What follows belongs to an exercise in optimizing a design on an open flow for a short achievable clock period and few clock cycles; a production flow would make more cautious choices. The RTL was checked by simulation tests, not by an equivalence proof against the original design. No activity file was given, so power comes from the tool's default toggle rates.

==> inputs of raven <==
## processor
module processor(
	CLK,NRST,INST,DATA_IN,
	INST_ADDR,DATA_ADDR,DATA_OUT,DATA_WRITE
	);
	input CLK;
	input NRST;
	input [31:0] INST;
	input [31:0] DATA_IN;
	output [31:0] INST_ADDR;
	output [31:0] DATA_ADDR;
	output [31:0] DATA_OUT;
	output DATA_WRITE;
	reg [31:0] pc;          
	reg [31:0] pc_n;        
	reg        d_valid;
	reg [31:0] d_inst;
	reg [31:0] d_pc4;
	reg        d_pt;        
	reg        d_fix;       
	reg        d_j;
	reg        e_fix;
	reg [31:0] e_next;
	reg        e_pt;
	reg        d_br;        
	reg [31:0] e_a, e_b;    
	reg [31:0] e_s;         
	reg        e_fs;
	reg [4:0]  e_rd;        
	reg        e_load, e_store, e_br, e_inv;
	reg [5:0]  e_op;        
	reg        e_slt;
	reg [31:0] e_alt;
	reg [31:0] m_res;       
	reg [31:0] m_addr;      
	reg [31:0] m_sdata;
	reg [4:0]  m_rd;
	reg [31:1] m_we;        
	reg        m_load;
	reg        m_store;
	reg [31:0] rf [1:31];
	wire [31:0] fpc = ~pc_n;
	assign INST_ADDR = pc;
	wire [29:0] pc4_w = fpc[31:2] + 30'd1;
	wire [31:0] pc4 = {pc4_w, 2'b00};
	wire [9:0] f_seq = fpc[11:2] + 10'd1;
	wire f_seq_x = &fpc[11:2];
	wire f_j_x = &fpc[27:2];
	wire [5:0] f_op = INST[31:26];
	wire f_j   = (f_op == 6'b000010);
	wire f_beq = (f_op == 6'b000100);
	wire f_bne = (f_op == 6'b010101);
	wire f_same = (INST[25:21] == INST[20:16]);
	wire f_brany = f_beq | f_bne;
	reg [1:0] bht [0:63];
	reg       bhv [0:63];
	reg bp_ok, bp_v, bp_t;
	wire [5:0] f_idx = fpc[7:2];
	wire [5:0] f_idx_n = fpc[7:2] + 6'd1;
	wire [1:0] bn_c = bht[f_idx_n];
	wire f_dyn = (bp_ok & bp_v) ? bp_t : (INST[15] | f_bne);
	reg [5:0] d_idx, e_idx, m_idx;
	reg m_upd, m_tk, e_zr, e_ztk;
	wire f_short = (INST[15:9] == {7{INST[9]}});
	wire f_pt = f_brany & f_short & (f_same ? f_beq : f_dyn);
	wire [9:0] f_tlo;
	wire f_tc;
	assign {f_tc, f_tlo} = {1'b0, fpc[11:2]} + {1'b0, INST[9:0]} + 11'd1;
	wire f_tgt_x = f_tc ^ INST[9];
	wire [31:0] f_tgt = {fpc[31:12], f_tlo, 2'b00};
	wire [31:0] f_jt = {fpc[31:28], INST[25:0], 2'b00};
  ...
clock: 8.0 ns
lec_check: 0
cap_margin: 20
core_margin: 2
core_utilization: 40
setup_slack_margin: 5
slew_margin: 20
tns_end_percent: 100
run.sh (not shown) runs the stock make flow with config.mk's settings and CLKGATE_MAP_FILE= SYNTH_SCRIPT=/design/flow/synth_recipe.tcl, a recipe that flattens the netlist after the stock synthesis.
==> delta (differences from raven) <==
--- a/flow/design.v
+++ b/flow/design.v
@@ -279,10 +279,13 @@
 	reg [31:0] pc_n;        
 	reg        d_valid;
 	reg [31:0] d_inst;
 	reg [31:0] d_pc4;
 	reg        d_pt;        
+	reg        d_use_rs;    
+	reg        d_use_rt;
+	reg        e_mrs, e_mrt;
 	reg        d_fix;       
 	reg        d_j;
 	reg        e_fix;
 	reg [31:0] e_next;
 	reg        e_pt;
@@ -325,10 +328,16 @@
 	wire f_dyn = (bp_ok & bp_v) ? bp_t : (INST[15] | f_bne);
 	reg [5:0] d_idx, e_idx, m_idx;
 	reg m_upd, m_tk, e_zr, e_ztk;
 	wire f_short = (INST[15:9] == {7{INST[9]}});
 	wire f_pt = f_brany & f_short & (f_same ? f_beq : f_dyn);
+	wire f_alur  = (f_op == 6'b000000) & (INST[5:0] != 6'b000000);
+	wire f_immrs = (f_op == 6'b001000) | (f_op == 6'b001100) | (f_op == 6'b001101) |
+	               (f_op == 6'b001010) | (f_op == 6'b100011) | (f_op == 6'b101011);
+	wire f_brres = f_brany & (~f_same | ~f_short);    
+	wire f_use_rs = f_alur | f_immrs | f_brres;
+	wire f_use_rt = f_alur | (f_op == 6'b101011) | f_brres;
 	wire [9:0] f_tlo;
 	wire f_tc;
 	assign {f_tc, f_tlo} = {1'b0, fpc[11:2]} + {1'b0, INST[9:0]} + 11'd1;
 	wire f_tgt_x = f_tc ^ INST[9];
 	wire [31:0] f_tgt = {fpc[31:12], f_tlo, 2'b00};
@@ -349,12 +358,10 @@
 	wire d_bne   = (d_opc == 6'b010101);
 	wire d_lw    = (d_opc == 6'b100011);
 	wire d_sw    = (d_opc == 6'b101011);
 	wire d_alur  = d_rtype & ~d_nop;
 	wire d_imm   = d_addi | d_andi | d_ori | d_slti | d_lui | d_lw | d_sw;
-	wire d_use_rs = d_alur | d_addi | d_andi | d_ori | d_slti | d_lw | d_sw | d_br;
-	wire d_use_rt = d_alur | d_sw | d_br;
 	wire [4:0] d_dst = d_alur ? d_rdf :
 	                   (d_addi | d_andi | d_ori | d_slti | d_lui | d_lw) ? d_rt : 5'd0;
 	wire r_sub = d_alur & (d_fn == 6'b100010);
 	wire r_and = d_alur & (d_fn == 6'b100100);
 	wire r_or  = d_alur & (d_fn == 6'b100101);
@@ -373,20 +380,20 @@
 	wire [31:0] rf_rs = (d_rs == 5'd0) ? 32'd0 : rf[d_rs];
 	wire [31:0] rf_rt = (d_rt == 5'd0) ? 32'd0 : rf[d_rt];
 	wire [31:0] d_rsv = (m_rd != 5'd0 && m_rd == d_rs) ? wb_data : rf_rs;
 	wire [31:0] d_rtv = (m_rd != 5'd0 && m_rd == d_rt) ? wb_data : rf_rt;
 	wire e_wr = (e_rd != 5'd0);
-	wire fwd_a = e_wr & (e_rd == d_rs) & d_use_rs;
-	wire fwd_b = e_wr & (e_rd == d_rt) & ~d_imm;
-	wire fwd_s = e_wr & (e_rd == d_rt);
+	wire fwd_a = e_mrs & d_use_rs;
+	wire fwd_b = e_mrt & ~d_imm;
+	wire fwd_s = e_mrt;
 	wire stall = d_valid & e_load & e_wr &
 	             ((d_use_rs & (d_rs == e_rd)) | (d_use_rt & (d_rt == e_rd)));
 	wire [29:0] d_tgt_w = d_pc4[31:2] + d_se[29:0];
 	wire [31:0] d_tgt = {d_tgt_w, 2'b00};
 	wire [31:0] sum, diff;
-	ks_add #(32) u_sum(.a(e_a), .b(e_b), .cin(1'b0), .s(sum));
-	ks_add #(32) u_diff(.a(e_a), .b(~e_b), .cin(1'b1), .s(diff));
+	assign sum = e_a + e_b;
+	assign diff = e_a - e_b;
 	wire [31:0] and_ab = e_a & e_b;
 	wire [31:0] or_ab  = e_a | e_b;
 	wire [31:0] xor_ab = e_a ^ e_b;
 	wire [31:0] a_d = d_use_rs ? d_rsv : 32'd0;
 	wire [31:0] b_d = d_imm ? (d_lui ? {d_inst[15:0], 16'd0} : d_se) : d_rtv;
@@ -415,19 +422,18 @@
 	                | {31'd0, e_slt & diff[31]};
 	wire eq = (e_a == e_b);
 	wire mis_e = e_br & (eq ^ e_inv);
 	wire mispred = mis_e | e_fix;
 	wire [31:0] redirect = mis_e ? e_alt : e_next;
-	wire br_fa = (e_rd == d_rs);
-	wire br_fwd = e_wr & (br_fa | (e_rd == d_rt));
+	wire br_fa = e_mrs;
+	wire br_fwd = e_mrs | e_mrt;
 	wire br_r0 = br_fa ? (d_rt == 5'd0) : (d_rs == 5'd0);
 	wire [31:0] z_t = e_a ^ e_b;
 	wire [31:0] z_o = e_a | e_b;
 	wire z_sum = ~|(z_t ^ {z_o[30:0], 1'b0});
-	wire z_val = (e_op[0] & z_sum) | ((e_op[1] | e_op[4]) & eq) | (e_op[2] & ~|(e_a & e_b)) |
-	             (e_op[3] & ~|z_o) | (e_op[5] & (&z_o));
-	wire d_zres = d_valid & d_br & d_pt & br_fwd & br_r0 & ~e_load & ~e_slt;
+	wire z_val = z_sum;
+	wire d_zres = d_valid & d_br & d_pt & br_fwd & br_r0 & ~e_load & e_op[0];
 	wire d_ztk = z_val ^ d_bne;                  
 	wire d_mis = d_zres & ~stall & ~mispred & ~d_ztk;
 	wire any_mis = mispred | d_mis;
 	wire [31:0] redirect_all = mispred ? redirect : d_pc4;
 	assign DATA_ADDR = m_addr;
@@ -446,23 +452,27 @@
 	wire f_fix = (s_jmp & f_j_x) | (s_tgt & f_tgt_x) | (s_seq & f_seq_x);
 	always @(posedge CLK or negedge NRST) begin
 		if (!NRST) begin
 			pc <= 32'd0;
 			pc_n <= 32'hffffffff;
-			d_valid <= 1'b0; d_pt <= 1'b0; d_br <= 1'b0; d_fix <= 1'b0; d_j <= 1'b0; e_fix <= 1'b0;
+			d_valid <= 1'b0; d_use_rs <= 1'b0; d_use_rt <= 1'b0; e_mrs <= 1'b0; e_mrt <= 1'b0; d_pt <= 1'b0; d_br <= 1'b0; d_fix <= 1'b0; d_j <= 1'b0; e_fix <= 1'b0;
 			e_fs <= 1'b0; m_we <= 31'd0;
 			e_rd <= 5'd0; e_load <= 1'b0; e_store <= 1'b0; e_br <= 1'b0; e_inv <= 1'b0;
 			e_op <= 6'd0; e_slt <= 1'b0;
 			m_rd <= 5'd0; m_load <= 1'b0; m_store <= 1'b0;
 		end else begin
 			pc <= npc;
+			e_mrs <= ~e_bubble & (d_dst != 5'd0) & (d_dst == INST[25:21]);
+			e_mrt <= ~e_bubble & (d_dst != 5'd0) & (d_dst == INST[20:16]);
 			pc_n <= ~npc;
 			if (any_mis) d_valid <= 1'b0;
 			else if (!stall) d_valid <= 1'b1;
 			if (!stall) begin
 				d_pt <= f_pt;
-				d_br <= f_brany & (~f_same | ~f_short);
+				d_br <= f_brres;
+				d_use_rs <= f_use_rs;
+				d_use_rt <= f_use_rt;
 				d_fix <= f_fix;
 				d_j <= f_j;
 			end
 			e_fs <= fwd_s;
 			e_op <= d_aluop;
@@ -537,33 +547,5 @@
 		end else begin
 			for (i = 1; i < 32; i = i + 1) if (m_we[i]) rf[i] <= wb_data;
 		end
 	end
 endmodule
-module ks_add #(parameter W = 32) (
-	input  [W-1:0] a,
-	input  [W-1:0] b,
-	input          cin,
-	output [W-1:0] s
-	);
-	localparam L = (W <= 2) ? 1 : (W <= 4) ? 2 : (W <= 8) ? 3 : (W <= 16) ? 4 : (W <= 32) ? 5 : 6;
-	wire [W-1:0] g [0:L];
-	wire [W-1:0] p [0:L];
-	wire [W-1:0] hp = a ^ b;
-	assign g[0] = (a & b) | {{(W-1){1'b0}}, hp[0] & cin};
-	assign p[0] = hp;
-	genvar lv, k;
-	generate
-		for (lv = 1; lv <= L; lv = lv + 1) begin : g_lv
-			for (k = 0; k < W; k = k + 1) begin : g_bit
-				if (k >= (1 << (lv-1))) begin : g_op
-					assign g[lv][k] = g[lv-1][k] | (p[lv-1][k] & g[lv-1][k-(1<<(lv-1))]);
-					assign p[lv][k] = p[lv-1][k] & p[lv-1][k-(1<<(lv-1))];
-				end else begin : g_pass
-					assign g[lv][k] = g[lv-1][k];
-					assign p[lv][k] = p[lv-1][k];
-				end
-			end
-		end
-	endgenerate
-	assign s = hp ^ {g[L][W-2:0], cin};
-endmodule
==> qor summary <==
metric                                                                    delta         raven
Final Core Density                                                       0.5070        0.5109
Post-synthesis adder-cell area fraction                                 0.02341       0.02224
Switching component of the power                                       9.574 mW      10.80 mW
Compound-gate portion of the synthesized area                            0.2453        0.2462
Clock-cell share                                                        0.05597       0.05715
Global routing usage on met1                                             0.4797        0.4737
Part of the Yosys area used for sequential elements                      0.4852        0.4850
Headroom to the max-slew limit                                           0.1882        0.1241
Final clock skew                                                     0.06313 ns    0.05082 ns
Instance count of the mapped netlist                                       9298          9249
Power per cell area                                                257.5 nW/µm²  280.5 nW/µm²
Multi-input gate area in the final layout                             43370 µm²     43840 µm²
Share of synthesized area spent on multiplexers                         0.01960       0.02029
Fraction of final layout cells with drive strength greater than 1        0.2133        0.2266
Flops & latches, synth                                                     1621          1617
Clock group share of total power                                          0.316         0.295
Placeable core area                                                  204200 µm²    204000 µm²
Half-perimeter wire length after detailed placement                    235.2 mm      237.3 mm
Status                                                 timing/DRC/antenna clean  timing/DRC/antenna clean
Inverters excl. clock                                                       242           204
Power consumed by combinational cells                                   7.63 mW       9.04 mW
Worst R2R Path Depth                                                         14            15
Worst-case register-to-register setup slack                             4.55 ns       4.55 ns
Testbench counts of raven, summed over its fixed seeds: cycles 37,134.
Testbench counts of delta, summed over its fixed seeds: cycles 37,135.

## re-timing with driven ports
In the flow no input, the clock included, has a driving cell. The finished layouts below were timed again as built, in two steps.
Step 1, drivers: a clkbuf_16 drives CLK and a buf_2 each remaining input, both assumed.
Step 2 also shifts input and output timing later by t, the mid clock arrival at the registers, as if the neighbouring blocks saw the same clock.
a / b / c = ideal / step 1 / step 2; a / b = the first two.
run | t (ns) | setup WS [ns] | hold slack, ns
raven | 0.964 | 4.545 / 4.545 / 3.820 | 0.327 / 0.327 / 0.327
delta | 0.958 | 4.550 / 4.550 / 3.908 | 0.319 / 0.319 / 0.319
After both steps setup and hold are still met in every run listed. For raven, which loses most, drivers alone change the setup slack by 0.000 ns; drivers and shift together by -0.725 ns.
